Source: an optimization exercise on an open RTL-to-GDS flow (aim: a short achievable clock period). Production flows keep margins and buffers that such runs may drop.
Where RTL was checked, it was by simulation tests only, not by an equivalence proof against the original.
For run 7, only the layout was checked, not whether the RTL still works.
The clock port is modelled as an ideal driver; clocking choices that lean on that would not hold on a real chip.
Power is estimated from default activity; no workload was simulated.

`config.mk`:
```
export PLATFORM = sky130hd
export DESIGN_NAME = GPU
export DESIGN_NICKNAME = GPU
export VERILOG_FILES = /design/flow/design.v
export SDC_FILE = /design/flow/constraint.sdc
export NUM_CORES = 4
export LEC_CHECK = 0
export CAP_MARGIN = 20
export CORE_AREA = 4 4 196 196
export DIE_AREA = 0 0 200 200
export SETUP_SLACK_MARGIN = 1.5
export SLEW_MARGIN = 20
export SYNTH_HIERARCHICAL = 1
export SYNTH_MINIMUM_KEEP_SIZE = 0
```
`constraint.sdc`:
```
create_clock -name core_clock -period 3.4 [get_ports {gpu_clk}]
set_input_delay 0.6800 -clock core_clock [delete_from_list [all_inputs] [get_ports {gpu_clk}]]
set_output_delay 0.6800 -clock core_clock [all_outputs]
set_load 0.01 [all_outputs]
```
`design.v`:
```
module GPU(
    input gpu_clk,
    input rst,
    output reg h_sync,
    output reg v_sync,
    output reg color,
    output reg [8:0] address,
    input [639:0] data
    );
    reg [31:0] lo0, lo1, lo2, lo3, lo4;   
    reg [26:0] grp;                       
    reg        le;                        
    reg [8:0]  v;                         
    wire [31:0] lo_init = 32'd2;          
    always @(posedge gpu_clk) begin
        if (rst) begin
            lo0 <= lo_init;
            lo1 <= lo_init;
            lo2 <= lo_init;
            lo3 <= lo_init;
            lo4 <= lo_init;
            grp <= 27'd1;
            le <= 1'b0;
        end else begin
            if (le) begin
                lo0 <= lo_init;
                lo1 <= lo_init;
                lo2 <= lo_init;
                lo3 <= lo_init;
                lo4 <= lo_init;
                grp <= 27'd1;
            end else begin
                lo0 <= {lo0[30:0], lo0[31]};
                lo1 <= {lo1[30:0], lo1[31]};
                lo2 <= {lo2[30:0], lo2[31]};
                lo3 <= {lo3[30:0], lo3[31]};
                lo4 <= {lo4[30:0], lo4[31]};
                if (lo0[31])
                    grp <= {grp[25:0], 1'b0};
            end
            le <= grp[26] & lo0[8];       
        end
    end
    wire [639:0] sel = {lo4, lo4, lo4, lo4, lo3, lo3, lo3, lo3,
                        lo2, lo2, lo2, lo2, lo1, lo1, lo1, lo1,
                        lo0, lo0, lo0, lo0};
    wire [319:0] p_n;
    gpu_nand2 u_p0 (.a(data[1]), .b(sel[1]), .y(p_n[0]));
    genvar i;
    generate
        for (i = 1; i < 320; i = i + 1) begin : g_pair
            gpu_a22oi u (.a1(data[2*i]), .a2(sel[2*i]),
                         .b1(data[2*i+1]), .b2(sel[2*i+1]), .y(p_n[i]));
        end
    endgenerate
    wire [79:0] o8, o8_n;
    generate
        for (i = 0; i < 80; i = i + 1) begin : g_o8
            gpu_nand4 u (.a(p_n[4*i]), .b(p_n[4*i+1]), .c(p_n[4*i+2]),
                         .d(p_n[4*i+3]), .y(o8[i]));
            gpu_inv ui (.a(o8[i]), .y(o8_n[i]));
        end
    endgenerate
    wire [19:0] o32, o32_n;
    generate
        for (i = 0; i < 20; i = i + 1) begin : g_o32
            gpu_a41oi u (.a1(o8_n[4*i]), .a2(o8_n[4*i+1]), .a3(o8_n[4*i+2]),
                         .a4(o8_n[4*i+3]), .b1(~grp[i]), .y(o32[i]));
            gpu_inv ui (.a(o32[i]), .y(o32_n[i]));
        end
    endgenerate
    wire [4:0] o128;
    generate
        for (i = 0; i < 5; i = i + 1) begin : g_o128
            gpu_nand4 u (.a(o32_n[4*i]), .b(o32_n[4*i+1]), .c(o32_n[4*i+2]),
                         .d(o32_n[4*i+3]), .y(o128[i]));
        end
    endgenerate
    wire [3:0] q_n;
    gpu_inv u_q0 (.a(o128[0]), .y(q_n[0]));
    gpu_inv u_q1 (.a(o128[1]), .y(q_n[1]));
    gpu_inv u_q2 (.a(o128[2]), .y(q_n[2]));
    gpu_nor2 u_q3 (.a(o128[3]), .b(o128[4]), .y(q_n[3]));
    wire color_d;
    gpu_a41oi u_c (.a1(q_n[0]), .a2(q_n[1]), .a3(q_n[2]), .a4(q_n[3]),
                   .b1(rst), .y(color_d));
    always @(posedge gpu_clk) begin
        color <= color_d;
        if (rst) begin
            v <= 9'd1;
            address <= 9'd0;
            h_sync <= 1'b0;
            v_sync <= 1'b0;
        end else begin
            h_sync <= (grp[22] & lo0[17]) | (grp[0] & lo0[1]) |
                      (h_sync & ~(grp[20] & lo0[17]));
            v_sync <= (v > 9'd481) && (v <= 9'd484);
            if (le) begin
                if (v == 9'd501) begin
                    v <= 9'd1;
                    address <= 9'd0;
                end else begin
                    v <= v + 9'd1;
                    address <= v;
                end
            end
        end
    end
endmodule
module gpu_a22oi(input a1, input a2, input b1, input b2, output y);
    assign y = ~((a1 & a2) | (b1 & b2));
endmodule
module gpu_nand2(input a, input b, output y);
    assign y = ~(a & b);
endmodule
module gpu_nand4(input a, input b, input c, input d, output y);
    assign y = ~(a & b & c & d);
endmodule
module gpu_inv(input a, output y);
    assign y = ~a;
endmodule
module gpu_nor2(input a, input b, output y);
    assign y = ~(a | b);
endmodule
module gpu_a41oi(input a1, input a2, input a3, input a4, input b1, output y);
    assign y = ~((a1 & a2 & a3 & a4) | b1);
endmodule
```
`flow/run.sh`:
```
#!/bin/bash
# Standard ORFS layout with stronger port buffers, free cell sizing and
# pins packed one track apart.
set -euo pipefail
bash standard.sh finish \
  "BUFFER_PORTS_ARGS=-buffer_cell sky130_fd_sc_hd__buf_4" \
  MATCH_CELL_FOOTPRINT=0 \
  SETUP_SLACK_MARGIN=2.5 \
  "PLACE_PINS_ARGS=-min_distance 1 -min_distance_in_tracks" \
  > run_make.log 2>&1
```
`standard.sh`:
```
#!/bin/bash
# synth_recipe.tcl (not shown) runs the flow's synth.tcl, then flattens the netlist and writes it again
# the make line also repeats each setting of config.mk as NAME=value (left out here)
make -C /OpenROAD-flow-scripts/flow DESIGN_CONFIG=/design/flow/config.mk WORK_HOME=/design/flow/orfs CLKGATE_MAP_FILE= SYNTH_SCRIPT=/design/flow/synth_recipe.tcl "${@:-finish}"
```
==> impl_metrics.ini, run 1 <==
[pwr]
power.share.sequential = 0.411
p_per_area_mw_per_mm2 = 312
comb_power_share = 0.149
power.clock.fraction = 0.440
sw_frac_of_total = 0.228
p_leak_nw = 7.60
p_int_mw = 4.66
total_switching_power_mw = 1.38
irDropWorstVdd_v = 0.000260

[synthesis]
synth.distinct_cells = 35
synth.area.top_cells = dfxtp_1 (36%), a22oi_2 (35%), and2_1 (8.4%), nand4_1 (4.8%), inv_1 (4.1%)
yosys_warnings = 7
synthDominantCellAreaShare = 0.363
synth.cell_area_sq_mm = 0.0115
synth_nets = 1730
synth_area_leader_cell = dfxtp_1
synth.ff_latch_count = 209
synth.avg_cell_area_sq_um = 10.6
synth-seq-area-share = 0.363
synthCells = 1085

[worst_setup_path]
worst_ep_arrival_time_ns = 0.97
critPathKind = flip-flop to output pin
crit_chain = buf_6
critical_path.max_stage_delay_ns = 0.35
startpoint_type = flip-flop
regToRegStartpoint = lo3[14]$_SDFF_PP0_
endpoint_kind = output pin
crit_buf_inv = 1
critical-path-top-delay-family = flip-flops
critPathSlowestCell = dfxtp_2
crit_path_max_fanout = 2
crit_required_ns = 2.72
timing.reg2reg.worst_path_depth = 8
worstReg2RegEnd = color$_DFF_P_
r2r_setup_slack_ns = 1.76

[min_path]
min_from = rst
timing.hold.worst.class = primary input to flip-flop
worstHoldPathCells = 2
worst_hold_path.endpoint = h_sync$_SDFF_PP0_

[timing]
grt_setup_unrepaired = true
period_share = 0.486
report.final.setup_viol = 0
fin_setup_tns_ns = 0
max_freq_mhz = 606
holdWs_ns = 0.493
max_slew_margin = 0.714
timing.clock.skew_ns = 0.0194
hold_viol = 0
timing.final.crit_period_ns = 1.65
timing_worst_slew_pin_value_ns = 0.428
finalMaxSlewViolations = 0
fin_ws_ns = 1.75

[routing]
detail_route.iter0.violations = 466
routed_wl_um = 52000
antenna_left = 0
wl_per_cell_um = 22.7
drtPass1Iterations = 7
detail_route.vias_per_cell = 5.26
routed-via-count = 12000
post_detailed_route_drc_marker_count = 0

[clock_tree]
cts-buffers-inserted = 24
clock_insertion_delay_worst_skew_ns = 0.52
clockRootBuffer = clkbuf_16
clk_transition_reported_paths_ns = 0.06
cts_max_path_buffers = 3
tritoncts = yes
cts_htree_levels = 1
clock-sinks = 209

[placement]
detailed_place_hpwl_um = 40000
port_buffers = 652
dpl_cell_area_sq_mm = 0.0170
pre_cts_slack_ns = 1.30
gp_congestion = 0.926

[final_layout]
fin_nets = 2448
layout.cells.most_common_list = buf_4 (663), a22oi_2 (319), dfxtp_1 (175)
layout.cells.most_common = buf_4
synthToLayoutAreaGrowth_pct = 67.9
final.fill_count = 3321
num_antenna_cells = 0
finish.instance_area_sq_mm = 0.0193
layout-drive-gt1-share = 0.688
seq_area_sq_mm = 0.00426
multi_input_area_sq_mm = 0.00722

[global_route]
grt_first_pass_wirelength_um = 72800
grt_max_degree = 51
gr-usage-all-layers = 0.233
number_of_global_route_vias_before_repair = 12600
grt_overflow_total = 0
grt_antenna_before_repair = 2

[floorplan]
die_height_um = 200
start_util = 0.316
die_width_um = 200
area_of_the_die_sq_mm = 0.0400
core_area_sq_mm = 0.0365
fp-row-count = 70
io_pins = 654

[outcome]
outcome = complete, no violations

[flow_run]
cap_viol_max_count = 0
[per-module statistics from Yosys (local to each module, per instance)]
module     copies in the design  area, sq um  cells inside  flip-flops and latches
gpu_a22oi                   319         12.5             1                       0
gpu_nor2                      1         3.75             1                       0
gpu_nand2                     1         3.75             1                       0
GPU                           1         6270           555                     209
gpu_nand4                    85         6.26             1                       0
gpu_inv                     103         3.75             1                       0
gpu_a41oi                    21         16.3             1                       0
[cell type report]
cell class | instances | share of cell area
multi-input cells | 721 | 0.373
repair buffers | 719 | 0.308
flip-flops and latches | 209 | 0.220
clock buffers | 33 | 0.0371
well taps | 468 | 0.0303
inverters | 127 | 0.0251
clock inverters | 10 | 0.00563
repair inverters | 1 | 0.000388
[synthesized netlist by cell type]
cell type	n
a211o_1	1
a21oi_1	5
a222oi_1	1
a22oi_2	319
a31oi_1	1
a41oi_2	21
and2_1	155
and3_1	1
buf_1	1
buf_2	6
buf_4	2
clkbuf_1	22
clkinv_1	1
dfxtp_1	209
ha_1	3
inv_1	126
mux2i_1	27
nand2_1	15
nand2b_1	2
nand3_1	3
nand3b_1	7
nand4_1	89
nor2_1	34
nor2b_1	1
nor3_2	1
o21ai_0	6
o311ai_0	1
o31a_1	1
o31ai_1	7
o32ai_1	1
o41ai_2	1
or2_2	1
or3_1	9
or4_1	2
xor2_1	3
[per-layer routing]
metal	wire length, um	global-route usage	up-vias
met3	3910	0.0545	145
met5	28	0	-
li1	-	-	5584
met2	25100	0.403	543
met4	2230	0.0845	4
met1	20800	0.285	5752
[metrics by stage]
stage | std cells | power [mW] | utilization
6_report | 2288 | 6.04 | 0.530
3_3_place_gp | 2177 | 3.32 | 0.466
4_1_cts | 2263 | 6.08 | 0.514
5_1_grt | 2288 | 6.26 | 0.530
2_1_floorplan | 1085 | 2.66 | -
3_5_place_dp | 2177 | 3.33 | 0.466
[power by group through the flow]
stage	logic (mW)	registers, mW	clock network (mW)
6_report	0.898	2.48	2.66
5_1_grt	0.951	2.48	2.83
4_1_cts	0.869	2.48	2.73
3_5_place_dp	0.789	2.54	0
3_3_place_gp	0.775	2.54	0
2_1_floorplan	0.123	2.54	0
[worst max path at each step]
stage / from / to / slack [ns] / depth (start not counted)
floorplan: data[426] / color$_DFF_P_ / 1.85 / 8
global placement: data[608] / color$_DFF_P_ / 1.32 / 9
detailed placement: data[608] / color$_DFF_P_ / 1.30 / 9
CTS: address[4]$_SDFFE_PP0P_ / address[4] / 1.72 / 1
global route: lo3[14]$_SDFF_PP0_ / color$_DFF_P_ / 1.68 / 8
finish: address[7]$_SDFFE_PP0P_ / address[7] / 1.75 / 1
[flip-flops by register name (all words and copies together) (netlist names)]
signal	count
address	9
color	1
grp	27
h_sync	1
le	1
lo0	32
lo1	32
lo2	32
lo3	32
lo4	32
v	9
v_sync	1
[timing repair]
item	4_1_cts	5_1_grt
buffers inserted	22	17
gates resized for setup	121	86
pin swaps	34	38
gates cloned	21	8
setup endpoints to repair	221	220
hold buffers	0	0
hold endpoints to repair	0	0
[cells by family after synthesis]
kind of cell,after synthesis,share of synthesized area
compound gates,365,0.391
simple gates,320,0.164
flops,209,0.363
buf+inv,158,0.0528
mux,27,0.0235
xor+xnor,3,0.00228
fa+ha+maj,3,0.00326
==> inputs of run 2 (changes only) <==
--- a/config.mk
+++ b/config.mk
@@ -7,6 +7,8 @@
 export LEC_CHECK = 0
 export CAP_MARGIN = 20
 export CORE_AREA = 4 4 196 196
+export CTS_CLUSTER_DIAMETER = 100
+export CTS_CLUSTER_SIZE = 16
 export DIE_AREA = 0 0 200 200
 export SETUP_SLACK_MARGIN = 1.5
 export SLEW_MARGIN = 20
==> run 2 against run 1 <==
Net effect: still clean on timing, DRC and antenna; worst setup slack improved by 0.018 ns; routed wire length rose by 0.91%; cell count fell by 0.92%; critical path depth did not move; die area did not move; critical path type unchanged; critical endpoint is now address[4]; largest power group is now registers.
==> impl_metrics.ini, run 2 <==
[final_layout]
final.fill_count = 3371
layout-drive-gt1-share = 0.667
synthToLayoutAreaGrowth_pct = 64.3
layout.cells.most_common_list = buf_4 (655), a22oi_2 (319), dfxtp_1 (172)
layout.cells.most_common = buf_4
multi_input_area_sq_mm = 0.00713
seq_area_sq_mm = 0.00426
fin_nets = 2440
final-instance-count-excl-fill = 2267

[timing]
grt_setup_unrepaired = true
max_freq_mhz = 612
max_slew_margin = 0.719
finalMaxSlewViolations = 0
timing_worst_slew_pin_value_ns = 0.420
fin_setup_tns_ns = 0
hold_viol = 0
period_share = 0.480
fin_ws_ns = 1.77
report.final.setup_viol = 0
timing.clock.skew_ns = 0.0155
timing.final.crit_period_ns = 1.63

[synthesis]
synth.most_common_cell = a22oi_2
synth.avg_cell_area_sq_um = 10.6
yosys_warnings = 7
synth.cell_area_sq_mm = 0.0115
synth_commonest_cells = a22oi_2 (319), dfxtp_1 (209), and2_1 (155), inv_1 (126), nand4_1 (89)
synth-seq-area-share = 0.363
synth_nets = 1730
synth.ff_latch_count = 209
synth.area.top_cells = dfxtp_1 (36%), a22oi_2 (35%), and2_1 (8.4%), nand4_1 (4.8%), inv_1 (4.1%)
synth_enable_flop_cells = 0
synthDominantCellAreaShare = 0.363
synth_ff_type = dfxtp_1
synth_async_sr_flop_share = 0
synthCells = 1085
synth_area_leader_cell = dfxtp_1
synth.distinct_cells = 35

[outcome]
outcome = complete, no violations

[worst_setup_path]
critPathKind = flip-flop to output pin
crit_path_max_fanout = 2
critPathSlowestCell = dfxtp_2
critical_path.max_stage_delay_ns = 0.36
crit_required_ns = 2.72
crit_buf_inv = 1
worst_ep_arrival_time_ns = 0.95
r2r_setup_slack_ns = 1.77
crit_chain = buf_6
startpoint_type = flip-flop
endpoint_kind = output pin
critical-path-top-delay-family = flip-flops

[routing]
antenna_left = 0
detail_route.iter0.violations = 494
detail_route.vias_per_cell = 5.27
wl_per_cell_um = 23.2
post_detailed_route_drc_marker_count = 0
drtPass1Iterations = 5
routed-via-count = 11900
routed_wl_um = 52500

[clock_tree]
cts-buffers-inserted = 17
clk_transition_reported_paths_ns = 0.08
clockRootBuffer = clkbuf_16
clock-sinks = 209
clock_insertion_delay_worst_skew_ns = 0.48
cts_htree_levels = 1
tritoncts = yes
cts_max_path_buffers = 3

[floorplan]
start_util = 0.316
die_height_um = 200
fp-row-count = 70
die_width_um = 200
core_area_sq_mm = 0.0365
io_pins = 654
area_of_the_die_sq_mm = 0.0400

[global_route]
grt_max_degree = 29
grt_first_pass_wirelength_um = 72700
grt_overflow_total = 0
grt_antenna_before_repair = 2
number_of_global_route_vias_before_repair = 12500
gr-usage-all-layers = 0.234

[placement]
pre_cts_slack_ns = 1.30
port_buffers = 652
place_inst = 2177
detailed_place_hpwl_um = 40000
gp_congestion = 0.926

[pwr]
irDropWorstVdd_v = 0.000289
p_per_area_mw_per_mm2 = 279
design_power_total_mw = 5.29
p_leak_nw = 7.40

[min_path]
timing.hold.worst.class = flip-flop to flip-flop

[flow_run]
cap_viol_max_count = 0
run 2: cell types whose count changed in the layout (fill, tap and decap cells not counted), sizes merged:
| cell | change |
|---|---|
| buf | -1 |
| clkinv | -6 |
| diode | +1 |
| clkinvlp | -2 |
| bufinv | -1 |
| clkbuf | -13 |
| inv | +1 |
run 2: path summary, 6_finish.rpt:
path,from,end,cells after the start
max,address[4]$_SDFFE_PP0P_,address[4],1
min,address[8]$_SDFFE_PP0P_,address[8]$_SDFFE_PP0P_,2
min reg2reg,address[8]$_SDFFE_PP0P_,address[8]$_SDFFE_PP0P_,2
max reg2reg,lo3[14]$_SDFF_PP0_,color$_DFF_P_,8
run 2: per-layer routing:
metal	GRT usage	routed length (um)	share of wire	vias to the layer above
met5	0	23	0.00044	-
met4	0.0818	2170	0.041	4
met3	0.0522	3970	0.076	147
met2	0.403	25300	0.48	530
met1	0.288	21000	0.40	5709
li1	-	-	-	5554
run 2: cell families (layout without fill, tap and decap cells):
| kind of cell | count (synthesis) | after routing | share of synthesized area |
|---|---|---|---|
| flip-flops | 209 | 209 | 0.363 |
| other | 0 | 1 | 0 |
| multiplexers | 27 | 27 | 0.0235 |
| buffers and inverters | 158 | 868 | 0.0528 |
| AO/OA/AOI/OAI | 365 | 365 | 0.391 |
| AND/OR/NAND/NOR | 320 | 323 | 0.164 |
| adder cells (fa/ha/maj) | 3 | 3 | 0.00326 |
| XOR/XNOR | 3 | 3 | 0.00228 |
run 2: what timing repair did:
item,in CTS,in global routing
setup endpoints to repair,221,220
hold buffers,0,0
gates cloned,19,11
setup buffers,27,10
gates resized for setup,83,95
pin swaps,21,25
run 2: stage by stage:
step	utilization	hold WS [ns]	instance area (sq um)
global placement	0.466	0.457	17000
global route	0.518	0.495	18900
detailed placement	0.466	0.467	17000
floorplan	-	0.465	11800
CTS	0.501	0.446	18300
finish	0.519	0.503	18900
run 2: power by group:
part	internal (mW)	switching, mW
logic	0.595	0.323
clock network	1.01	0.888
registers	2.45	0.0275
total	4.05	1.24
run 2: tightest hold or removal path, delay by kind of cell (launching register included):
family | cells | cell delay, ns
compound gates | 1 | 0.05
simple gates | 1 | 0.08
flops | 1 | 0.33
run 2: layout make-up:
cell class | count | area share
multi-input combinational | 721 | 0.376
timing repair inverter | 1 | 0.000396
clock inverter | 2 | 0.00218
timing repair buffer | 718 | 0.316
clock buffer | 20 | 0.0236
antenna | 1 | 0.000132
inverter | 127 | 0.0256
sequential | 209 | 0.225
tap | 468 | 0.0309
run 2: per-module statistics from Yosys (local to each module, per instance):
module / area [sq um] / copies in the design / cells / flip-flops and latches
gpu_nand2: 3.75 / 1 / 1 / 0
gpu_nor2: 3.75 / 1 / 1 / 0
GPU: 6270 / 1 / 555 / 209
gpu_a22oi: 12.5 / 319 / 1 / 0
gpu_a41oi: 16.3 / 21 / 1 / 0
gpu_nand4: 6.26 / 85 / 1 / 0
gpu_inv: 3.75 / 103 / 1 / 0
==> inputs of run 3 (changes only) <==
--- a/config.mk
+++ b/config.mk
@@ -7,9 +7,10 @@
 export LEC_CHECK = 0
 export CAP_MARGIN = 20
 export CORE_AREA = 4 4 196 196
-export CTS_CLUSTER_DIAMETER = 100
-export CTS_CLUSTER_SIZE = 16
+export CTS_CLUSTER_DIAMETER = 120
+export CTS_CLUSTER_SIZE = 18
 export DIE_AREA = 0 0 200 200
+export PLACE_DENSITY = 0.8
 export SETUP_SLACK_MARGIN = 1.5
 export SLEW_MARGIN = 20
 export SYNTH_HIERARCHICAL = 1
==> run 3 against run 2 <==
Net effect: non-clock buffer count is 14 lower; sequential cell count stayed put; register-to-register slack worse by 0.02 ns; count of clock-buffer cells in the layout is 3 lower; hold slack worse by 0.020 ns; routed wire length is 2.9% higher; synthesized area stayed put; critical path depth is 7 higher; clock power is 13% lower; global-route usage is 0.13 points higher; final area is 2.0% lower.
==> impl_metrics.ini, run 3 <==
[outcome]
outcome = complete, no violations

[timing]
period_share = 0.487
max_freq_mhz = 604
timing.clock.skew_ns = 0.0126
timing_worst_slew_pin_value_ns = 0.359
holdWs_ns = 0.483
report.final.setup_viol = 0
grt_setup_unrepaired = true
max_slew_margin = 0.760
hold_viol = 0
finalMaxSlewViolations = 0
fin_setup_tns_ns = 0
timing.final.crit_period_ns = 1.66

[worst_setup_path]
critPathKind = flip-flop to flip-flop
worstSetupStartpoint = lo1[6]$_SDFF_PP0_
startpoint_type = flip-flop
timing.reg2reg.worst_path_depth = 8
crit_path_max_fanout = 5
worstReg2RegEnd = color$_DFF_P_
crit_chain = a22oi_2, nand4_1, inv_2, a41oi_2, inv_1, nand4_1, inv_2, a41oi_2
critical_path.max_stage_delay_ns = 0.37
r2r_setup_slack_ns = 1.74
regToRegStartpoint = lo1[6]$_SDFF_PP0_
crit_required_ns = 3.76
worst_ep_arrival_time_ns = 2.01
endpoint_kind = flip-flop
critPathSlowestCell = dfxtp_4

[floorplan]
area_of_the_die_sq_mm = 0.0400
die_width_um = 200
io_pins = 654
die_height_um = 200
fp-row-count = 70
start_util = 0.316
core_area_sq_mm = 0.0365

[pwr]
p_int_mw = 3.84
p_leak_nw = 7.22
design_power_total_mw = 5.04
p_per_area_mw_per_mm2 = 272
comb_power_share = 0.180
sw_frac_of_total = 0.239
power.share.sequential = 0.492
irDropWorstVdd_v = 0.000225
power.clock.fraction = 0.328
total_switching_power_mw = 1.21

[clock_tree]
tritoncts = yes
clock-sinks = 209
cts_max_path_buffers = 3
clock_insertion_delay_worst_skew_ns = 0.47
cts-buffers-inserted = 15
hold_buffers = 0
cts_htree_levels = 1
clockRootBuffer = clkbuf_16
clk_transition_reported_paths_ns = 0.08

[synthesis]
synth.area.top_cells = dfxtp_1 (36%), a22oi_2 (35%), and2_1 (8.4%), nand4_1 (4.8%), inv_1 (4.1%)
synth_commonest_cells = a22oi_2 (319), dfxtp_1 (209), and2_1 (155), inv_1 (126), nand4_1 (89)
synth_async_sr_flop_share = 0
synth.avg_cell_area_sq_um = 10.6
synth.ff_latch_count = 209
synth.distinct_cells = 35
synth_area_leader_cell = dfxtp_1
synth-seq-area-share = 0.363
yosys_warnings = 7
synth_ff_type = dfxtp_1
synthDominantCellAreaShare = 0.363
synthCells = 1085
synth_nets = 1730
synth.most_common_cell = a22oi_2
synth.cell_area_sq_mm = 0.0115
synth_enable_flop_cells = 0

[global_route]
grt_overflow_total = 0
number_of_global_route_vias_before_repair = 12600
gr-usage-all-layers = 0.235
grt_first_pass_wirelength_um = 73000
grt_antenna_before_repair = 1
grt_max_degree = 69

[min_path]
timing.hold.worst.class = flip-flop to flip-flop
worst_hold_path.endpoint = address[8]$_SDFFE_PP0P_
worstHoldPathCells = 2
min_from = address[8]$_SDFFE_PP0P_

[final_layout]
synthToLayoutAreaGrowth_pct = 61.0
layout.cells.most_common_list = buf_4 (648), a22oi_2 (319), dfxtp_1 (172)
final.fill_count = 3240
fin_nets = 2424
layout.cells.most_common = buf_4
final-instance-count-excl-fill = 2251
layout.core_utilization = 0.508
layout-drive-gt1-share = 0.660

[routing]
detail_route.iter0.violations = 543
detail_route.vias_per_cell = 5.39
antenna_left = 0
post_detailed_route_drc_marker_count = 0
routed-via-count = 12100
routed_wl_um = 54000
drtPass1Iterations = 6
wl_per_cell_um = 24.0

[placement]
detailed_place_hpwl_um = 40600
place_inst = 2177
port_buffers = 652
gp_congestion = 0.936

[flow_run]
cap_viol_max_count = 0
-- run 3: cell type report --
cell class                 instances  area [sq um]  share of cell area
sequential                       209          4250               0.229
timing repair buffer             704          5770               0.311
tap                              468           586              0.0316
inverter                         127           485              0.0262
clock inverter                     1          8.76            0.000472
antenna                            3          7.51            0.000405
timing repair inverter             1          7.51            0.000405
multi-input combinational        721          7070               0.381
clock buffer                      17           383              0.0206
-- run 3: through the flow --
| stage | setup WS (ns) | area (sq um) |
|---|---|---|
| after detailed placement | 1.20 | 17000 |
| after CTS | 1.69 | 18100 |
| after global routing | 1.65 | 18600 |
| after global placement | 1.22 | 17000 |
| final | 1.74 | 18600 |
| after floorplan | 1.85 | 11800 |
-- run 3: Yosys stat by module (local to each module, per instance) --
module     cells inside  cell area, sq um  flip-flops and latches
gpu_inv               1              3.75                       0
gpu_nor2              1              3.75                       0
gpu_a22oi             1              12.5                       0
gpu_nand4             1              6.26                       0
GPU                 555              6270                     209
gpu_a41oi             1              16.3                       0
gpu_nand2             1              3.75                       0
-- run 3: cells by family (layout without fill, tap and decap cells) --
logic type,count (synthesis),after routing,synth area share
AOI/OAI and AO/OA,365,365,0.391
muxes,27,27,0.0235
DFF,209,209,0.363
other,0,3,0
xor gates and xnor gates,3,3,0.00228
buffers and inverters,158,850,0.0528
adders and majority gates,3,3,0.00326
and+or+nand+nor,320,323,0.164
-- run 3: worst max-delay path by stage --
stage	slack [ns]	end	depth (start not counted)
2_1_floorplan	1.85	color$_DFF_P_	8
4_1_cts	1.69	color$_DFF_P_	8
6_report	1.74	color$_DFF_P_	8
5_1_grt	1.65	color$_DFF_P_	8
3_3_place_gp	1.22	color$_DFF_P_	9
3_5_place_dp	1.20	color$_DFF_P_	9
-- run 3: power groups by stage --
stage	combinational (mW)	clock (mW)	sequential, mW
after global routing	0.955	1.80	2.49
after CTS	0.856	1.71	2.48
final	0.909	1.65	2.48
after global placement	0.778	0	2.54
after floorplan	0.123	0	2.54
after detailed placement	0.797	0	2.54
-- run 3: metal layers --
layer	wire length (um)	up-vias	part of all wire	track usage
met4	2360	0	0.044	0.0893
met2	26200	592	0.48	0.410
met3	4620	176	0.085	0.0634
met1	20900	5867	0.39	0.276
met5	0	-	0	0
li1	-	5503	-	-
-- run 3: critical path, delay by kind of cell (launching register included) --
family | cells | cell delay (ns)
AO/OA/AOI/OAI | 3 | 0.45
buffers and inverters | 3 | 0.29
flip-flops | 1 | 0.37
AND/OR/NAND/NOR | 2 | 0.42
-- run 3: timing repair --
action / CTS / global route
setup buffers: 17 / 9
endpoints found under the hold margin: 0 / 0
resized for setup: 81 / 76
gates cloned: 16 / 11
setup endpoints to repair: 221 / 220
pin swaps: 28 / 23
==> inputs of run 4 (changes only) <==
--- a/config.mk
+++ b/config.mk
@@ -10,7 +10,7 @@
 export CTS_CLUSTER_DIAMETER = 120
 export CTS_CLUSTER_SIZE = 18
 export DIE_AREA = 0 0 200 200
-export PLACE_DENSITY = 0.8
+export GPL_ROUTABILITY_DRIVEN = 0
 export SETUP_SLACK_MARGIN = 1.5
 export SLEW_MARGIN = 20
 export SYNTH_HIERARCHICAL = 1
==> run 4 against run 3 <==
Net effect: still clean on timing, DRC and antenna; highest routed layer is now met5; routed wire length shrank 4.2%; synthesized cell count unchanged; cell count is 0.58% higher; clock skew grew 0.0027 ns; clock power barely moved.
==> impl_metrics.ini, run 4 <==
[synthesis]
synthCells = 1085
synth_ff_type = dfxtp_1
synth_async_sr_flop_share = 0
yosys_warnings = 7
synth_enable_flop_cells = 0
synth.cell_area_sq_mm = 0.0115
synth_nets = 1730
synth_area_leader_cell = dfxtp_1
synth_commonest_cells = a22oi_2 (319), dfxtp_1 (209), and2_1 (155), inv_1 (126), nand4_1 (89)
synth.avg_cell_area_sq_um = 10.6
synth.distinct_cells = 35
synth.most_common_cell = a22oi_2
synthDominantCellAreaShare = 0.363
synth.area.top_cells = dfxtp_1 (36%), a22oi_2 (35%), and2_1 (8.4%), nand4_1 (4.8%), inv_1 (4.1%)
synth.ff_latch_count = 209
synth-seq-area-share = 0.363

[worst_setup_path]
r2r_setup_slack_ns = 1.77
crit_chain = buf_6
critical_path.max_stage_delay_ns = 0.37
regToRegStartpoint = lo1[6]$_SDFF_PP0_
endpoint_kind = output pin
crit_buf_inv = 1
crit_required_ns = 2.72
timing.reg2reg.worst_path_depth = 8
worstReg2RegEnd = color$_DFF_P_
critPathSlowestCell = dfxtp_2
worst_ep_arrival_time_ns = 0.96
crit_path_max_fanout = 2
worst-path-stages = 1
critical-path-top-delay-family = flip-flops
critPathKind = flip-flop to output pin
startpoint_type = flip-flop

[placement]
port_buffers = 652
place_inst = 2177
detailed_place_hpwl_um = 39900

[timing]
grt_setup_unrepaired = true
timing_worst_slew_pin_value_ns = 0.326
hold_viol = 0
period_share = 0.482
max_freq_mhz = 610
finalMaxSlewViolations = 0
timing.clock.skew_ns = 0.0154
timing.final.crit_period_ns = 1.64
fin_setup_tns_ns = 0
report.final.setup_viol = 0
max_slew_margin = 0.782

[clock_tree]
clock_insertion_delay_worst_skew_ns = 0.48
cts-buffers-inserted = 15
cts_max_path_buffers = 3
tritoncts = yes
clockRootBuffer = clkbuf_16
clock-sinks = 209
clk_transition_reported_paths_ns = 0.09
cts_htree_levels = 1
hold_buffers = 0

[floorplan]
core_area_sq_mm = 0.0365
die_height_um = 200
io_pins = 654
area_of_the_die_sq_mm = 0.0400
start_util = 0.316
fp-row-count = 70
die_width_um = 200

[final_layout]
layout.cells.most_common_list = buf_4 (657), a22oi_2 (319), dfxtp_1 (166)
fin_nets = 2441
synthToLayoutAreaGrowth_pct = 64.2
layout.cells.most_common = buf_4
final-instance-count-excl-fill = 2264
num_antenna_cells = 0
layout-drive-gt1-share = 0.685
final.fill_count = 3372

[routing]
detail_route.vias_per_cell = 5.30
wl_per_cell_um = 22.9
routed-via-count = 12000
post_detailed_route_drc_marker_count = 0
drtPass1Iterations = 7
antenna_left = 0
detail_route.iter0.violations = 459
routed_wl_um = 51800

[global_route]
grt_first_pass_wirelength_um = 72300
grt_overflow_total = 0
number_of_global_route_vias_before_repair = 12400
grt_max_degree = 51
gr-usage-all-layers = 0.232
grt_antenna_before_repair = 2

[min_path]
worstHoldPathCells = 2
timing.hold.worst.class = primary input to flip-flop
min_from = rst
worst_hold_path.endpoint = address[8]$_SDFFE_PP0P_

[pwr]
design_power_total_mw = 5.04
irDropWorstVdd_v = 0.000242
p_per_area_mw_per_mm2 = 266
p_leak_nw = 7.41

[flow_run]
cap_viol_max_count = 0

[outcome]
outcome = complete, no violations
-- run 4: cell counts after synthesis --
No cell type changed its count.
-- run 4: Yosys stat by module (local to each module, per instance) --
module | times used | flops+latches | cells inside
gpu_a41oi | 21 | 0 | 1
gpu_inv | 103 | 0 | 1
gpu_nor2 | 1 | 0 | 1
gpu_nand2 | 1 | 0 | 1
gpu_a22oi | 319 | 0 | 1
gpu_nand4 | 85 | 0 | 1
GPU | 1 | 209 | 555
-- run 4: through the flow --
stage / setup WS, ns / utilization / hold slack [ns] / cell area, sq um
2_1_floorplan: 1.85 / - / 0.465 / 11800
3_3_place_gp: 1.30 / 0.466 / 0.457 / 17000
3_5_place_dp: 1.32 / 0.466 / 0.468 / 17000
4_1_cts: 1.75 / 0.504 / 0.478 / 18400
5_1_grt: 1.66 / 0.518 / 0.475 / 18900
6_report: 1.76 / 0.518 / 0.481 / 18900
-- run 4: final cells by class --
class	instances	area, sq um	area share
tap	468	586	0.0309
timing repair inverter	1	7.51	0.000397
clock buffer	16	379	0.0200
timing repair buffer	721	6050	0.320
inverter	127	483	0.0255
sequential	209	4280	0.226
clock inverter	1	8.76	0.000463
multi-input combinational	721	7130	0.377
-- run 4: power breakdown --
part / internal [mW] / total (mW) / switching [mW]
combinational: 0.593 / 0.909 / 0.316
sequential: 2.45 / 2.48 / 0.0280
clock: 0.798 / 1.65 / 0.855
-- run 4: worst max path at each step --
stage                            start            end
2_1_floorplan                data[426]  color$_DFF_P_
3_3_place_gp                 data[230]  color$_DFF_P_
3_5_place_dp                 data[608]  color$_DFF_P_
4_1_cts              h_sync$_SDFF_PP0_         h_sync
5_1_grt              lo4[0]$_SDFF_PP0_  color$_DFF_P_
6_report       address[8]$_SDFFE_PP0P_     address[8]
-- run 4: what timing repair did --
item	in CTS	in global routing
resized for setup	121	84
setup buffers	26	15
setup endpoints to repair	221	221
pin swaps	26	31
gates cloned	22	7
-- run 4: cells by family after synthesis --
family	share of synthesized area
AOI/OAI and AO/OA	0.391
xor gates and xnor gates	0.00228
adders and majority gates	0.00326
buffers and inverters	0.0528
DFF	0.363
muxes	0.0235
and+or+nand+nor	0.164
-- run 4: routing by layer --
layer,share of wire,track usage
met5,0.00064,0
met4,0.049,0.0964
met3,0.069,0.0545
met2,0.48,0.399
met1,0.40,0.278
==> inputs of run 5 (changes only) <==
--- a/config.mk
+++ b/config.mk
@@ -10,7 +10,6 @@
 export CTS_CLUSTER_DIAMETER = 120
 export CTS_CLUSTER_SIZE = 18
 export DIE_AREA = 0 0 200 200
-export GPL_ROUTABILITY_DRIVEN = 0
 export SETUP_SLACK_MARGIN = 1.5
 export SLEW_MARGIN = 20
 export SYNTH_HIERARCHICAL = 1
==> run 5 against run 4 <==
Net effect: sequential power barely moved; still clean on timing, DRC and antenna; power rose by 0.42%; core utilization shrank 0.19 points; synthesized cell count is the same; clock power barely moved; sequential cell count is the same; routed wire length increased by 1.4%; fmax rose by 0.84%; worst setup slack improved by 0.014 ns; critical path depth did not move; non-clock buffer count down 10; final area down 0.37%.
==> impl_metrics.ini, run 5 <==
[min_path]
timing.hold.worst.class = flip-flop to flip-flop
worstHoldPathCells = 1
min_from = grp[26]$_SDFFE_PP0P_
worst_hold_path.endpoint = le$_SDFF_PP0_

[floorplan]
core_area_sq_mm = 0.0365
io_pins = 654
area_of_the_die_sq_mm = 0.0400
die_height_um = 200
fp-row-count = 70
die_width_um = 200
start_util = 0.316

[final_layout]
final.fill_count = 3362
synthToLayoutAreaGrowth_pct = 63.6
layout-drive-gt1-share = 0.679
layout.cells.most_common_list = buf_4 (651), a22oi_2 (319), dfxtp_1 (170)
multi_input_area_sq_mm = 0.00717
seq_area_sq_mm = 0.00426
final-instance-count-excl-fill = 2257
layout.core_utilization = 0.516
fin_nets = 2431
layout.cells.most_common = buf_4

[timing]
max_slew_margin = 0.769
timing_worst_slew_pin_value_ns = 0.346
fin_setup_tns_ns = 0
grt_setup_unrepaired = true
timing.final.crit_period_ns = 1.63
max_freq_mhz = 615
report.final.setup_viol = 0
finalMaxSlewViolations = 0
period_share = 0.478
hold_viol = 0
timing.clock.skew_ns = 0.0158

[worst_setup_path]
crit_buf_inv = 1
regToRegStartpoint = lo1[6]$_SDFF_PP0_
crit_path_max_fanout = 2
crit_chain = buf_6
crit_required_ns = 2.72
worst_ep_arrival_time_ns = 0.95
r2r_setup_slack_ns = 1.79
critPathKind = flip-flop to output pin
critical_path.max_stage_delay_ns = 0.36
critical-path-top-delay-family = flip-flops
critPathSlowestCell = dfxtp_2
endpoint_kind = output pin
worstReg2RegEnd = color$_DFF_P_
timing.reg2reg.worst_path_depth = 8
startpoint_type = flip-flop

[synthesis]
synth.ff_latch_count = 209
synth_simple_gate_area_frac = 0.164
synth_top_family_by_area = compound AO/OA/AOI/OAI gates
synthDominantCellAreaShare = 0.363
synth.area.top_cells = dfxtp_1 (36%), a22oi_2 (35%), and2_1 (8.4%), nand4_1 (4.8%), inv_1 (4.1%)
synth_ff_type = dfxtp_1
synth_commonest_cells = a22oi_2 (319), dfxtp_1 (209), and2_1 (155), inv_1 (126), nand4_1 (89)
synth_compound_gate_area_share = 0.391
synth_adder_area_share = 0.00326
synth.avg_cell_area_sq_um = 10.6
synth_xor_area_frac = 0.00228
synth-seq-area-share = 0.363
synth.cell_area_sq_mm = 0.0115
synth_async_sr_flop_share = 0
synth_nets = 1730
synth.distinct_cells = 35
synth_area_leader_cell = dfxtp_1
yosys_warnings = 7
synth_enable_flop_cells = 0
synthCells = 1085
synth_mux_area_frac = 0.0235
synth.most_common_cell = a22oi_2

[clock_tree]
clockRootBuffer = clkbuf_16
clock-sinks = 209
cts_htree_levels = 1
clock_insertion_delay_worst_skew_ns = 0.48
tritoncts = yes
cts-buffers-inserted = 15
cts_max_path_buffers = 3
clk_transition_reported_paths_ns = 0.08

[routing]
wl_per_cell_um = 23.3
post_detailed_route_drc_marker_count = 0
detail_route.vias_per_cell = 5.29
antenna_left = 0
detail_route.iter0.violations = 469
drtPass1Iterations = 7
routed_wl_um = 52500
routed-via-count = 12000

[global_route]
number_of_global_route_vias_before_repair = 12400
gr-usage-all-layers = 0.229
grt_overflow_total = 0
grt_first_pass_wirelength_um = 71500
grt_max_degree = 54
grt_antenna_before_repair = 3

[pwr]
p_leak_nw = 7.36
p_per_area_mw_per_mm2 = 268
irDropWorstVdd_v = 0.000283

[placement]
gp_congestion = 0.926
place_inst = 2177
detailed_place_hpwl_um = 40000
port_buffers = 652

[outcome]
outcome = complete, no violations

[flow_run]
cap_viol_max_count = 0
## run 5: cell counts after synthesis
Identical to the previous run, type by type.
## run 5: power by group
group	switching [mW]	internal (mW)	leakage [nW]
clock	0.856	0.803	0.192
sequential	0.0274	2.45	1.71
combinational	0.325	0.596	5.46
total	1.21	3.85	7.36
## run 5: worst max-delay path by stage
| stage | end | depth (start not counted) | slack, ns | from |
|---|---|---|---|---|
| 4_1_cts | color$_DFF_P_ | 8 | 1.75 | lo4[0]$_SDFF_PP0_ |
| 5_1_grt | color$_DFF_P_ | 8 | 1.68 | lo3[10]$_SDFF_PP0_ |
| 2_1_floorplan | color$_DFF_P_ | 8 | 1.85 | data[426] |
| 6_report | address[2] | 1 | 1.77 | address[2]$_SDFFE_PP0P_ |
| 3_5_place_dp | color$_DFF_P_ | 9 | 1.30 | data[608] |
| 3_3_place_gp | color$_DFF_P_ | 9 | 1.32 | data[608] |
## run 5: final cells by class
cell class / count / area share
clock inverter: 1 / 0.000465
sequential: 209 / 0.226
antenna: 2 / 0.000265
multi-input combinational: 721 / 0.380
timing repair inverter: 1 / 0.000398
clock buffer: 17 / 0.0203
tap: 468 / 0.0311
timing repair buffer: 711 / 0.316
inverter: 127 / 0.0256
## run 5: what timing repair did
item,in CTS,in global routing
buffers inserted,21,9
hold buffers,0,0
resized for setup,72,126
gates cloned,17,13
endpoints found under the setup margin,221,221
pin swaps,17,25
## run 5: Yosys stat by module (local to each module, per instance)
module | times used | area, sq um
GPU | 1 | 6270
gpu_a41oi | 21 | 16.3
gpu_a22oi | 319 | 12.5
gpu_nand4 | 85 | 6.26
gpu_inv | 103 | 3.75
gpu_nand2 | 1 | 3.75
gpu_nor2 | 1 | 3.75
## run 5: logic make-up after synthesis
group | count (synthesis)
AO/OA/AOI/OAI | 365
XOR/XNOR | 3
adder cells (fa/ha/maj) | 3
buffers and inverters | 158
flip-flops | 209
multiplexers | 27
AND/OR/NAND/NOR | 320
## run 5: per-stage QoR
step	power [mW]	setup slack (ns)	hold WS, ns	area (sq um)
2_1_floorplan	2.66	1.85	0.465	11800
3_3_place_gp	3.32	1.32	0.457	17000
3_5_place_dp	3.33	1.30	0.467	17000
4_1_cts	5.04	1.75	0.477	18100
5_1_grt	5.25	1.68	0.488	18800
6_report	5.06	1.77	0.500	18900
## run 5: metal layers
layer / GRT usage / part of all wire / up-vias
li1: - / - / 5530
met1: 0.280 / 0.41 / 5744
met2: 0.395 / 0.48 / 524
met3: 0.0505 / 0.072 / 146
met4: 0.0845 / 0.043 / 6
met5: 0 / 0.00061 / -
==> inputs of run 6 (changes only) <==
--- a/config.mk
+++ b/config.mk
@@ -6,10 +6,10 @@
 export NUM_CORES = 4
 export LEC_CHECK = 0
 export CAP_MARGIN = 20
-export CORE_AREA = 4 4 196 196
+export CORE_AREA = 4 4 171 171
 export CTS_CLUSTER_DIAMETER = 120
 export CTS_CLUSTER_SIZE = 18
-export DIE_AREA = 0 0 200 200
+export DIE_AREA = 0 0 175 175
 export SETUP_SLACK_MARGIN = 1.5
 export SLEW_MARGIN = 20
 export SYNTH_HIERARCHICAL = 1
==> run 6 against run 5 <==
Net effect: final area is 1.6% higher; global-route usage rose by 6.1 points; clock power is essentially flat; fmax grew 0.34%; register-to-register slack is essentially flat; sequential power barely moved; sequential cell count unchanged; non-clock buffer count up 16; largest cell class unchanged; largest power group unchanged; highest routed layer is now met4.
==> impl_metrics.ini, run 6 <==
[timing]
timing_worst_slew_pin_value_ns = 0.354
hold_viol = 0
max_freq_mhz = 617
timing.clock.skew_ns = 0.0295
period_share = 0.477
fin_setup_tns_ns = 0
report.final.setup_viol = 0
holdWs_ns = 0.501
max_slew_margin = 0.764
finalMaxSlewViolations = 0
timing.final.crit_period_ns = 1.62
grt_setup_unrepaired = true

[synthesis]
synth.most_common_cell = a22oi_2
synth_commonest_cells = a22oi_2 (319), dfxtp_1 (209), and2_1 (155), inv_1 (126), nand4_1 (89)
synth.area.top_cells = dfxtp_1 (36%), a22oi_2 (35%), and2_1 (8.4%), nand4_1 (4.8%), inv_1 (4.1%)
synth_async_sr_flop_share = 0
synth.avg_cell_area_sq_um = 10.6
synth_enable_flop_cells = 0
synth.distinct_cells = 35
yosys_warnings = 7
synth_nets = 1730
synthCells = 1085
synth_ff_type = dfxtp_1
synth_area_leader_cell = dfxtp_1
synthDominantCellAreaShare = 0.363
synth-seq-area-share = 0.363
synth.cell_area_sq_mm = 0.0115
synth.ff_latch_count = 209

[worst_setup_path]
critPathKind = flip-flop to output pin
worst_ep_arrival_time_ns = 0.94
endpoint_kind = output pin
critPathSlowestCell = dfxtp_2
crit_buf_inv = 1
critical_path.max_stage_delay_ns = 0.35
startpoint_type = flip-flop
crit_chain = buf_6
r2r_setup_slack_ns = 1.79
crit_path_max_fanout = 2
critical-path-top-delay-family = flip-flops
crit_required_ns = 2.72

[pwr]
p_int_mw = 3.86
sw_frac_of_total = 0.233
total_switching_power_mw = 1.17
p_leak_nw = 7.61
power.clock.fraction = 0.326
comb_power_share = 0.181
irDropWorstVdd_v = 0.000335
p_per_area_mw_per_mm2 = 263
power.share.sequential = 0.493

[floorplan]
core_area_sq_mm = 0.0272
die_width_um = 175
fp-row-count = 60
start_util = 0.424
die_height_um = 175
io_pins = 654
area_of_the_die_sq_mm = 0.0306

[outcome]
outcome = complete, no violations

[clock_tree]
tritoncts = yes
cts_htree_levels = 1
cts_max_path_buffers = 3
clock-sinks = 209
clock_insertion_delay_worst_skew_ns = 0.49
cts-buffers-inserted = 15
clockRootBuffer = clkbuf_16
clk_transition_reported_paths_ns = 0.09

[global_route]
grt_antenna_before_repair = 3
grt_overflow_total = 0
number_of_global_route_vias_before_repair = 12500
grt_max_degree = 29
grt_first_pass_wirelength_um = 70100
gr-usage-all-layers = 0.290

[routing]
routed_wl_um = 49800
detail_route.iter0.violations = 562
detail_route.vias_per_cell = 5.58
routed-via-count = 12200
post_detailed_route_drc_marker_count = 0
drtPass1Iterations = 5
antenna_left = 0
wl_per_cell_um = 22.8

[placement]
gp_congestion = 0.931
port_buffers = 652
detailed_place_hpwl_um = 37600

[min_path]
timing.hold.worst.class = primary input to flip-flop

[final_layout]
layout.cells.most_common = buf_4
layout-drive-gt1-share = 0.724
fin_nets = 2447
layout.cells.most_common_list = buf_4 (661), a22oi_2 (319), dfxtp_1 (169)
synthToLayoutAreaGrowth_pct = 66.2

[flow_run]
cap_viol_max_count = 0
[run 6: worst paths after layout]
| path | startpoint | to | cells past startpoint |
|---|---|---|---|
| min | rst | h_sync$_SDFF_PP0_ | 2 |
| max | address[8]$_SDFFE_PP0P_ | address[8] | 1 |
| min reg2reg | grp[23]$_SDFFE_PP0P_ | grp[24]$_SDFFE_PP0P_ | 2 |
| max reg2reg | lo3[0]$_SDFF_PP0_ | color$_DFF_P_ | 8 |
[run 6: power groups by stage]
| stage | Combinational, mW | Sequential [mW] | Clock (mW) |
|---|---|---|---|
| final | 0.911 | 2.48 | 1.64 |
| after global routing | 0.961 | 2.48 | 1.76 |
| after CTS | 0.852 | 2.48 | 1.66 |
| after detailed placement | 0.768 | 2.54 | 0 |
| after global placement | 0.753 | 2.54 | 0 |
| after floorplan | 0.123 | 2.54 | 0 |
[run 6: logic make-up after synthesis]
logic type / after synthesis / share of synthesized area
AOI/OAI and AO/OA: 365 / 0.391
xor gates and xnor gates: 3 / 0.00228
buffers and inverters: 158 / 0.0528
adders and majority gates: 3 / 0.00326
DFF: 209 / 0.363
muxes: 27 / 0.0235
and+or+nand+nor: 320 / 0.164
[run 6: layer usage]
metal | vias up | GRT usage | wire [um]
met2 | 610 | 0.522 | 25400
met4 | 0 | 0.160 | 3190
met5 | - | 0 | 0
met1 | 5780 | 0.315 | 17600
li1 | 5574 | - | -
met3 | 194 | 0.0656 | 3560
[run 6: through the flow]
step	setup slack, ns	area, sq um	cells	util	power (mW)
2_1_floorplan	1.85	11800	1085	-	2.66
3_5_place_dp	1.30	16900	2081	0.621	3.31
5_1_grt	1.66	19200	2178	0.705	5.20
3_3_place_gp	1.33	16900	2081	0.621	3.30
4_1_cts	1.77	18200	2153	0.671	4.99
6_report	1.78	19200	2178	0.705	5.03
[run 6: final cells by class]
type | instances | area, sq um
fill | 2175 | 8020
multi-input combinational | 721 | 7390
clock buffer | 16 | 379
clock inverter | 2 | 17.5
antenna | 3 | 7.51
tap | 372 | 465
inverter | 127 | 485
timing repair inverter | 1 | 7.51
sequential | 209 | 4270
timing repair buffer | 727 | 6140
[run 6: repair_timing]
action / in CTS / in global routing
endpoints found under the hold margin: 0 / 0
setup endpoints to repair: 221 / 220
gates resized for setup: 89 / 195
setup buffers: 28 / 10
gates cloned: 26 / 12
hold buffers: 0 / 0
pin swaps: 21 / 47
[run 6: worst register-to-register path, delay by kind of cell (launching register included)]
family                 cells  cell delay, ns
AND/OR/NAND/NOR            3            0.56
buffers and inverters      2            0.16
AO/OA/AOI/OAI              3            0.41
flip-flops                 1            0.38
[run 6: per-module statistics from Yosys, one instance, submodules excluded, a selection]
| module | area, sq um | flip-flops and latches | cells | times used |
|---|---|---|---|---|
| gpu_a22oi | 12.5 | 0 | 1 | 319 |
| gpu_nand2 | 3.75 | 0 | 1 | 1 |
| GPU | 6270 | 209 | 555 | 1 |
| gpu_nor2 | 3.75 | 0 | 1 | 1 |
| gpu_a41oi | 16.3 | 0 | 1 | 21 |
| gpu_inv | 3.75 | 0 | 1 | 103 |
==> inputs of run 7 (changes only) <==
--- a/design.v
+++ b/design.v
@@ -84,6 +84,8 @@
     wire color_d;
     gpu_a41oi u_c (.a1(q_n[0]), .a2(q_n[1]), .a3(q_n[2]), .a4(q_n[3]),
                    .b1(rst), .y(color_d));
+    wire [8:0] v_next = le ? ((v == 9'd501) ? 9'd1 : v + 9'd1) : v;
+    wire h_blank = (grp[20] & |lo0[31:17]) | grp[21] | (grp[22] & |lo0[16:0]);
     always @(posedge gpu_clk) begin
         color <= color_d;
         if (rst) begin
@@ -92,18 +94,10 @@
             h_sync <= 1'b0;
             v_sync <= 1'b0;
         end else begin
-            h_sync <= (grp[22] & lo0[17]) | (grp[0] & lo0[1]) |
-                      (h_sync & ~(grp[20] & lo0[17]));
+            h_sync <= ~h_blank;
             v_sync <= (v > 9'd481) && (v <= 9'd484);
-            if (le) begin
-                if (v == 9'd501) begin
-                    v <= 9'd1;
-                    address <= 9'd0;
-                end else begin
-                    v <= v + 9'd1;
-                    address <= v;
-                end
-            end
+            v <= v_next;
+            address <= v_next - 9'd1;
         end
     end
 endmodule
--- a/config.mk
+++ b/config.mk
@@ -6,10 +6,10 @@
 export NUM_CORES = 4
 export LEC_CHECK = 0
 export CAP_MARGIN = 20
-export CORE_AREA = 4 4 171 171
+export CORE_AREA = 4 4 196 196
 export CTS_CLUSTER_DIAMETER = 120
 export CTS_CLUSTER_SIZE = 18
-export DIE_AREA = 0 0 175 175
+export DIE_AREA = 0 0 200 200
 export SETUP_SLACK_MARGIN = 1.5
 export SLEW_MARGIN = 20
 export SYNTH_HIERARCHICAL = 1
==> run 7 against run 6 <==
Net effect: worst setup slack worse by 0.56 ns; critical path type is now flip-flop to flip-flop; clock power about the same; synthesized area up 2.2%; still clean.
==> impl_metrics.ini, run 7 <==
[outcome]
outcome = complete, no violations

[clock_tree]
clock_insertion_delay_worst_skew_ns = 0.48
clk_transition_reported_paths_ns = 0.08
hold_buffers = 0
cts_htree_levels = 1
clockRootBuffer = clkbuf_16
cts-buffers-inserted = 15
tritoncts = yes
clock-sinks = 209
cts_max_path_buffers = 3

[worst_setup_path]
worstReg2RegEnd = address[4]$_SDFF_PP0_
crit_required_ns = 3.76
crit_path_max_fanout = 3
critPathKind = flip-flop to flip-flop
endpoint_kind = flip-flop
r2r_setup_slack_ns = 1.22
worst_ep_arrival_time_ns = 2.54
startpoint_type = flip-flop
timing.reg2reg.worst_path_depth = 13
regToRegStartpoint = v[1]$_SDFF_PP0_

[min_path]
timing.hold.worst.class = flip-flop to flip-flop
worstHoldPathCells = 2
min_from = grp[26]$_SDFFE_PP0P_
worst_hold_path.endpoint = le$_SDFF_PP0_

[global_route]
gr-usage-all-layers = 0.239
grt_max_degree = 30
grt_first_pass_wirelength_um = 73600
grt_overflow_total = 0
gr-usage-met2 = 0.407
globalRouteMet3Util = 0.0551
use_met1 = 0.296
global_route.peak_usage_layer = met2
grt_antenna_before_repair = 11
number_of_global_route_vias_before_repair = 12600

[routing]
post_detailed_route_drc_marker_count = 0
routed-via-count = 12000
wl_per_cell_um = 22.7
detail_route.vias_per_cell = 5.19
antenna_left = 0
detail_route.iter0.violations = 522
drtPass1Iterations = 5
routed_wl_um = 52400

[placement]
port_buffers = 652
dpl_cell_area_sq_mm = 0.0172
gp_congestion = 0.920
pre_cts_slack_ns = 0.902
place_inst = 2207
detailed_place_hpwl_um = 39700

[timing]
holdWs_ns = 0.439
max_freq_mhz = 458
max_slew_margin = 0.712
period_share = 0.642
finalMaxSlewViolations = 0
fin_setup_tns_ns = 0
timing.clock.skew_ns = 0.0103
hold_viol = 0
timing_worst_slew_pin_value_ns = 0.432
fin_ws_ns = 1.22
grt_setup_unrepaired = true
report.final.setup_viol = 0
timing.final.crit_period_ns = 2.18

[pwr]
comb_power_share = 0.186
sw_frac_of_total = 0.239
total_switching_power_mw = 1.22
p_leak_nw = 7.53
irDropWorstVdd_v = 0.000305
power.share.sequential = 0.490
power.clock.fraction = 0.324
p_int_mw = 3.88
p_per_area_mw_per_mm2 = 266
design_power_total_mw = 5.09

[final_layout]
seq_area_sq_mm = 0.00426
layout.core_utilization = 0.523
multi_input_area_sq_mm = 0.00731
layout-drive-gt1-share = 0.662
final.fill_count = 3371
finish.instance_area_sq_mm = 0.0191
layout.cells.most_common = buf_4
final-instance-count-excl-fill = 2306
layout.cells.most_common_list = buf_4 (666), a22oi_2 (320), dfxtp_1 (164)
fin_nets = 2475
synthToLayoutAreaGrowth_pct = 62.2

[floorplan]
core_area_sq_mm = 0.0365
fp-row-count = 70
die_width_um = 200
area_of_the_die_sq_mm = 0.0400
start_util = 0.323
io_pins = 654
die_height_um = 200

[synthesis]
synth_async_sr_flop_share = 0
synth_ff_type = dfxtp_1
yosys_warnings = 7
synth.most_common_cell = a22oi_2
synth_area_leader_cell = dfxtp_1
synthDominantCellAreaShare = 0.355
synth.avg_cell_area_sq_um = 10.6
synth.cell_area_sq_mm = 0.0118
synth.ff_latch_count = 209
synth.area.top_cells = dfxtp_1 (36%), a22oi_2 (34%), and2_1 (8.2%), nand4_1 (4.8%), inv_1 (4.1%)
synthCells = 1115
synth_enable_flop_cells = 0
synth_commonest_cells = a22oi_2 (319), dfxtp_1 (209), and2_1 (155), inv_1 (129), nand4_1 (90)
synth-seq-area-share = 0.355
synth_nets = 1761
synth.distinct_cells = 51

[flow_run]
cap_viol_max_count = 0
==> run 7: changes by cell type after synthesis, moves of 6 or more <==
cell,before,now
o31ai_1,7,1
nand2_1,15,9
nand3b_1,7,1
nor2_1,34,47
xnor2_1,0,7
nor4_1,0,7
==> run 7: layer usage <==
layer  vias to the layer above  wire [um]  part of all wire
li1                       5655          -                 -
met2                       487      25200              0.48
met4                         4       2230             0.043
met3                       125       3880             0.074
met1                      5691      21100              0.40
met5                         -         22           0.00042
==> run 7: kinds of logic after synthesis <==
family,count (synthesis),synth area share
compound gates,365,0.386
simple gates,341,0.172
flops,209,0.355
buf+inv,161,0.0529
mux,27,0.0234
xor+xnor,8,0.00595
fa+ha+maj,4,0.00425
==> run 7: modules after synthesis, one instance, submodules excluded <==
module     cells  flip-flops and latches
gpu_nor2       1                       0
gpu_a41oi      1                       0
GPU          585                     209
gpu_nand2      1                       0
gpu_inv        1                       0
gpu_a22oi      1                       0
gpu_nand4      1                       0
==> run 7: what timing repair did <==
item,4_1_cts,5_1_grt
gates resized for setup,113,50
endpoints found under the hold margin,0,0
gates cloned,21,2
setup endpoints to repair,220,221
setup buffers,42,8
pin swaps,30,20
==> run 7: worst max-delay path by stage <==
stage | startpoint | endpoint | depth (start not counted)
2_1_floorplan | v[1]$_SDFF_PP0_ | address[6]$_SDFF_PP0_ | 12
3_3_place_gp | v[3]$_SDFF_PP0_ | address[6]$_SDFF_PP0_ | 10
3_5_place_dp | v[3]$_SDFF_PP0_ | address[6]$_SDFF_PP0_ | 10
4_1_cts | v[1]$_SDFF_PP0_ | address[8]$_SDFF_PP0_ | 12
5_1_grt | v[1]$_SDFF_PP0_ | address[4]$_SDFF_PP0_ | 13
6_report | v[1]$_SDFF_PP0_ | address[4]$_SDFF_PP0_ | 13
==> run 7: critical path, cell delays in order, from the launching register on <==
cell and delay [ns]:
dfxtp_4 0.36, inv_4 0.06, ha_4 0.13, and3_4 0.18, and2_4 0.15, nand2_4 0.06, a31oi_4 0.18, ha_4 0.15
and3_1 0.14, o31a_1 0.24, buf_4 0.14, nand2_1 0.05, xnor2_1 0.15, nor2_1 0.06
==> run 7: power groups by stage <==
stage | Combinational [mW] | Clock [mW] | Sequential [mW]
floorplan | 0.145 | 0 | 2.55
finish | 0.949 | 1.65 | 2.49
detailed placement | 0.808 | 0 | 2.56
global route | 1.01 | 1.79 | 2.50
global placement | 0.794 | 0 | 2.56
CTS | 0.939 | 1.72 | 2.50
==> run 7: area by class of cell <==
class / count / share of cell area
multi-input combinational: 745 / 0.382
clock inverter: 1 / 0.000458
inverter: 129 / 0.0255
antenna: 9 / 0.00118
timing repair buffer: 729 / 0.317
sequential: 209 / 0.223
tap: 468 / 0.0306
clock buffer: 16 / 0.0198
==> inputs of run 8 (changes only) <==
--- a/design.v
+++ b/design.v
@@ -84,8 +84,6 @@
     wire color_d;
     gpu_a41oi u_c (.a1(q_n[0]), .a2(q_n[1]), .a3(q_n[2]), .a4(q_n[3]),
                    .b1(rst), .y(color_d));
-    wire [8:0] v_next = le ? ((v == 9'd501) ? 9'd1 : v + 9'd1) : v;
-    wire h_blank = (grp[20] & |lo0[31:17]) | grp[21] | (grp[22] & |lo0[16:0]);
     always @(posedge gpu_clk) begin
         color <= color_d;
         if (rst) begin
@@ -94,10 +92,18 @@
             h_sync <= 1'b0;
             v_sync <= 1'b0;
         end else begin
-            h_sync <= ~h_blank;
+            h_sync <= (grp[22] & lo0[17]) | (grp[0] & lo0[1]) |
+                      (h_sync & ~(grp[20] & lo0[17]));
             v_sync <= (v > 9'd481) && (v <= 9'd484);
-            v <= v_next;
-            address <= v_next - 9'd1;
+            if (le) begin
+                if (v == 9'd501) begin
+                    v <= 9'd1;
+                    address <= 9'd0;
+                end else begin
+                    v <= v + 9'd1;
+                    address <= v;
+                end
+            end
         end
     end
 endmodule
==> flow/run.sh (replaced) <==
#!/bin/bash
# Standard ORFS layout with stronger port buffers, free cell sizing, pins
# packed one track apart and an extra setup repair pass after CTS.
set -euo pipefail
bash standard.sh finish \
  "BUFFER_PORTS_ARGS=-buffer_cell sky130_fd_sc_hd__buf_4" \
  MATCH_CELL_FOOTPRINT=0 \
  SETUP_SLACK_MARGIN=2.5 \
  "PLACE_PINS_ARGS=-min_distance 1 -min_distance_in_tracks" \
  "POST_CTS_TCL=$PWD/flow/post_cts.tcl" \
  > run_make.log 2>&1
==> flow/post_cts.tcl (new file) <==
# Extra setup repair after CTS.  The register-to-output paths are set by the
# clock latency and cannot be shortened by sizing, and they stop the standard
# repair early; relax them for this pass only so that the resizer keeps
# working on the pixel-select paths, then restore the design's constraint.
set outs [all_outputs]
set_output_delay 0.0 -clock core_clock $outs
estimate_parasitics -placement
repair_timing -setup -setup_margin 2.5 -repair_tns 100 -verbose
set_output_delay [expr {0.2 * $::env(FLOW_PERIOD_NS)}] -clock core_clock $outs
detailed_placement
estimate_parasitics -placement
report_worst_slack -max
==> run 8 against run 7 <==
Net effect: still clean; final area shrank 1.1%; clock power about the same; fmax increased by 35%; core utilization fell by 0.59 points; count of clock-buffer cells in the layout rose by 1; cell count down 2.0%; global-route usage decreased by 0.39 points; worst setup slack gained 0.56 ns; critical path depth shrank 12; combinational power decreased by 3.4%; critical endpoint is now address[4]; highest routed layer unchanged.
==> impl_metrics.ini, run 8 <==
[final_layout]
layout.cells.most_common = buf_4
num_antenna_cells = 0
layout.cells.most_common_list = buf_4 (653), a22oi_2 (319), dfxtp_1 (170)
final-instance-count-excl-fill = 2260
seq_area_sq_mm = 0.00426
multi_input_area_sq_mm = 0.00714
layout-drive-gt1-share = 0.674
final.fill_count = 3348
fin_nets = 2436
synthToLayoutAreaGrowth_pct = 64.0
finish.instance_area_sq_mm = 0.0189

[min_path]
min_from = grp[26]$_SDFFE_PP0P_
worstHoldPathCells = 1
timing.hold.worst.class = flip-flop to flip-flop
worst_hold_path.endpoint = le$_SDFF_PP0_

[synthesis]
synth_compound_gate_area_share = 0.391
synth_xor_area_frac = 0.00228
synth_async_sr_flop_share = 0
synth.cell_area_sq_mm = 0.0115
synth_simple_gate_area_frac = 0.164
synthDominantCellAreaShare = 0.363
synth_commonest_cells = a22oi_2 (319), dfxtp_1 (209), and2_1 (155), inv_1 (126), nand4_1 (89)
synth.most_common_cell = a22oi_2
synth.ff_latch_count = 209
synth.area.top_cells = dfxtp_1 (36%), a22oi_2 (35%), and2_1 (8.4%), nand4_1 (4.8%), inv_1 (4.1%)
synth_top_family_by_area = compound AO/OA/AOI/OAI gates
synthCells = 1085
synth.avg_cell_area_sq_um = 10.6
synth_adder_area_share = 0.00326
synth_enable_flop_cells = 0
synth.distinct_cells = 35
yosys_warnings = 7
synth-seq-area-share = 0.363
synth_ff_type = dfxtp_1
synth_mux_area_frac = 0.0235
synth_area_leader_cell = dfxtp_1
synth_nets = 1730

[worst_setup_path]
critical-path-top-delay-family = flip-flops
worst_ep_arrival_time_ns = 0.94
crit_path_max_fanout = 2
startpoint_type = flip-flop
worstReg2RegEnd = color$_DFF_P_
crit_chain = buf_6
crit_required_ns = 2.72
r2r_setup_slack_ns = 1.79
endpoint_kind = output pin
worst-path-stages = 1
crit_buf_inv = 1
regToRegStartpoint = lo3[8]$_SDFF_PP0_
critPathKind = flip-flop to output pin
critPathSlowestCell = dfxtp_2
critical_path.max_stage_delay_ns = 0.36
timing.reg2reg.worst_path_depth = 8

[pwr]
power.clock.fraction = 0.327
sw_frac_of_total = 0.237
p_leak_nw = 7.39
p_int_mw = 3.85
irDropWorstVdd_v = 0.000283
comb_power_share = 0.182
p_per_area_mw_per_mm2 = 267
power.share.sequential = 0.491
total_switching_power_mw = 1.20

[flow_run]
cap_viol_max_count = 0

[routing]
drtPass1Iterations = 5
antenna_left = 0
post_detailed_route_drc_marker_count = 0
wl_per_cell_um = 22.9
detail_route.vias_per_cell = 5.26
detail_route.iter0.violations = 465
routed_wl_um = 51800
routed-via-count = 11900

[floorplan]
area_of_the_die_sq_mm = 0.0400
io_pins = 654
die_width_um = 200
start_util = 0.316
die_height_um = 200
core_area_sq_mm = 0.0365
fp-row-count = 70

[clock_tree]
clock_insertion_delay_worst_skew_ns = 0.48
tritoncts = yes
clk_transition_reported_paths_ns = 0.08
clock-sinks = 209

[timing]
timing_worst_slew_pin_value_ns = 0.368
timing.clock.skew_ns = 0.0163
fin_setup_tns_ns = 0
grt_setup_unrepaired = true
hold_viol = 0
max_freq_mhz = 617
max_slew_margin = 0.755
finalMaxSlewViolations = 0
period_share = 0.477
holdWs_ns = 0.499
timing.final.crit_period_ns = 1.62
report.final.setup_viol = 0

[placement]
detailed_place_hpwl_um = 40000
dpl_cell_area_sq_mm = 0.0170
gp_congestion = 0.926
port_buffers = 652
place_inst = 2177

[global_route]
number_of_global_route_vias_before_repair = 12500
grt_max_degree = 29
gr-usage-all-layers = 0.235
grt_overflow_total = 0
grt_antenna_before_repair = 2
grt_first_pass_wirelength_um = 73200

[outcome]
outcome = complete, no violations
[run 8: cell types whose count changed in the layout (fill, tap and decap cells not counted), moves of 8 or more]
cell     delta
buf_6       -9
buf_4      -13
dfxtp_2     -8
nor2_1     -27
nand2_1     +8
nor2_2     +15
diode_2     -9
and2_4     +16
and2_1     -17
[run 8: cell families (layout without fill, tap and decap cells)]
group	Yosys count	count (layout)
adder cells (fa/ha/maj)	3	3
AO/OA/AOI/OAI	365	365
buffers and inverters	158	862
flip-flops	209	209
XOR/XNOR	3	3
AND/OR/NAND/NOR	320	323
multiplexers	27	27
[run 8: power groups by stage]
| stage | Sequential [mW] | Clock, mW | Combinational (mW) |
|---|---|---|---|
| after global placement | 2.54 | 0 | 0.775 |
| after floorplan | 2.54 | 0 | 0.123 |
| final | 2.48 | 1.65 | 0.917 |
| after detailed placement | 2.54 | 0 | 0.789 |
| after global routing | 2.48 | 1.80 | 0.968 |
[run 8: area by class of cell]
cell class              count  area share
repair inverters            1    0.000397
flip-flops and latches    209       0.225
repair buffers            716       0.319
well taps                 468      0.0310
inverters                 127      0.0256
clock inverters             1    0.000463
clock buffers              17      0.0203
multi-input cells         721       0.378
[run 8: Yosys stat by module, one instance, submodules excluded]
module,flops+latches,cells inside
GPU,209,555
gpu_a22oi,0,1
gpu_a41oi,0,1
gpu_inv,0,1
gpu_nand2,0,1
gpu_nand4,0,1
gpu_nor2,0,1
[run 8: metrics by stage]
stage / utilization / setup slack [ns] / power [mW]
floorplan: - / 1.85 / 2.66
global placement: 0.466 / 1.32 / 3.32
detailed placement: 0.466 / 1.30 / 3.33
global route: 0.517 / 1.68 / 5.25
finish: 0.517 / 1.78 / 5.05
[run 8: how the worst max path moves through the flow]
stage | from | to | slack [ns]
final | address[4]$_SDFFE_PP0P_ | address[4] | 1.78
after global routing | lo3[10]$_SDFF_PP0_ | color$_DFF_P_ | 1.68
after detailed placement | data[608] | color$_DFF_P_ | 1.30
after global placement | data[608] | color$_DFF_P_ | 1.32
after floorplan | data[426] | color$_DFF_P_ | 1.85
[run 8: layer usage]
layer,up-vias,wire length (um),track usage,share of wire
li1,5541,-,-,-
met1,5697,21000,0.291,0.41
met2,500,24800,0.404,0.48
met3,149,3670,0.0514,0.071
met4,4,2270,0.0830,0.044
met5,-,22,0,0.00042

## port drivers added, routing unchanged
In the flow no input, the clock included, has a driving cell. The finished layouts below were timed again as built, in two steps. Step 1, drivers: a clkbuf_16 drives gpu_clk and a buf_2 each remaining input, both assumed. Step 2 times the ports against the registers' clock, not the clock port: input delays grow and output delays shrink by t, the midpoint of the rising clock arrivals with the driver on. Three values: ideal, step 1, step 2; two values: the first two.
run	shift t [ns]	slack for setup (ns)
run 1	0.559	1.749 / 1.697 / 1.329
run 2	0.526	1.767 / 1.715 / 1.323
run 3	0.516	1.744 / 1.735 / 1.277
run 4	0.517	1.760 / 1.710 / 1.332
run 5	0.522	1.774 / 1.724 / 1.347
run 6	0.520	1.779 / 1.731 / 1.334
run 7	0.526	1.217 / 1.217 / 1.217
run 8	0.519	1.779 / 1.729 / 1.342
After both steps setup and hold are still met in every run listed.
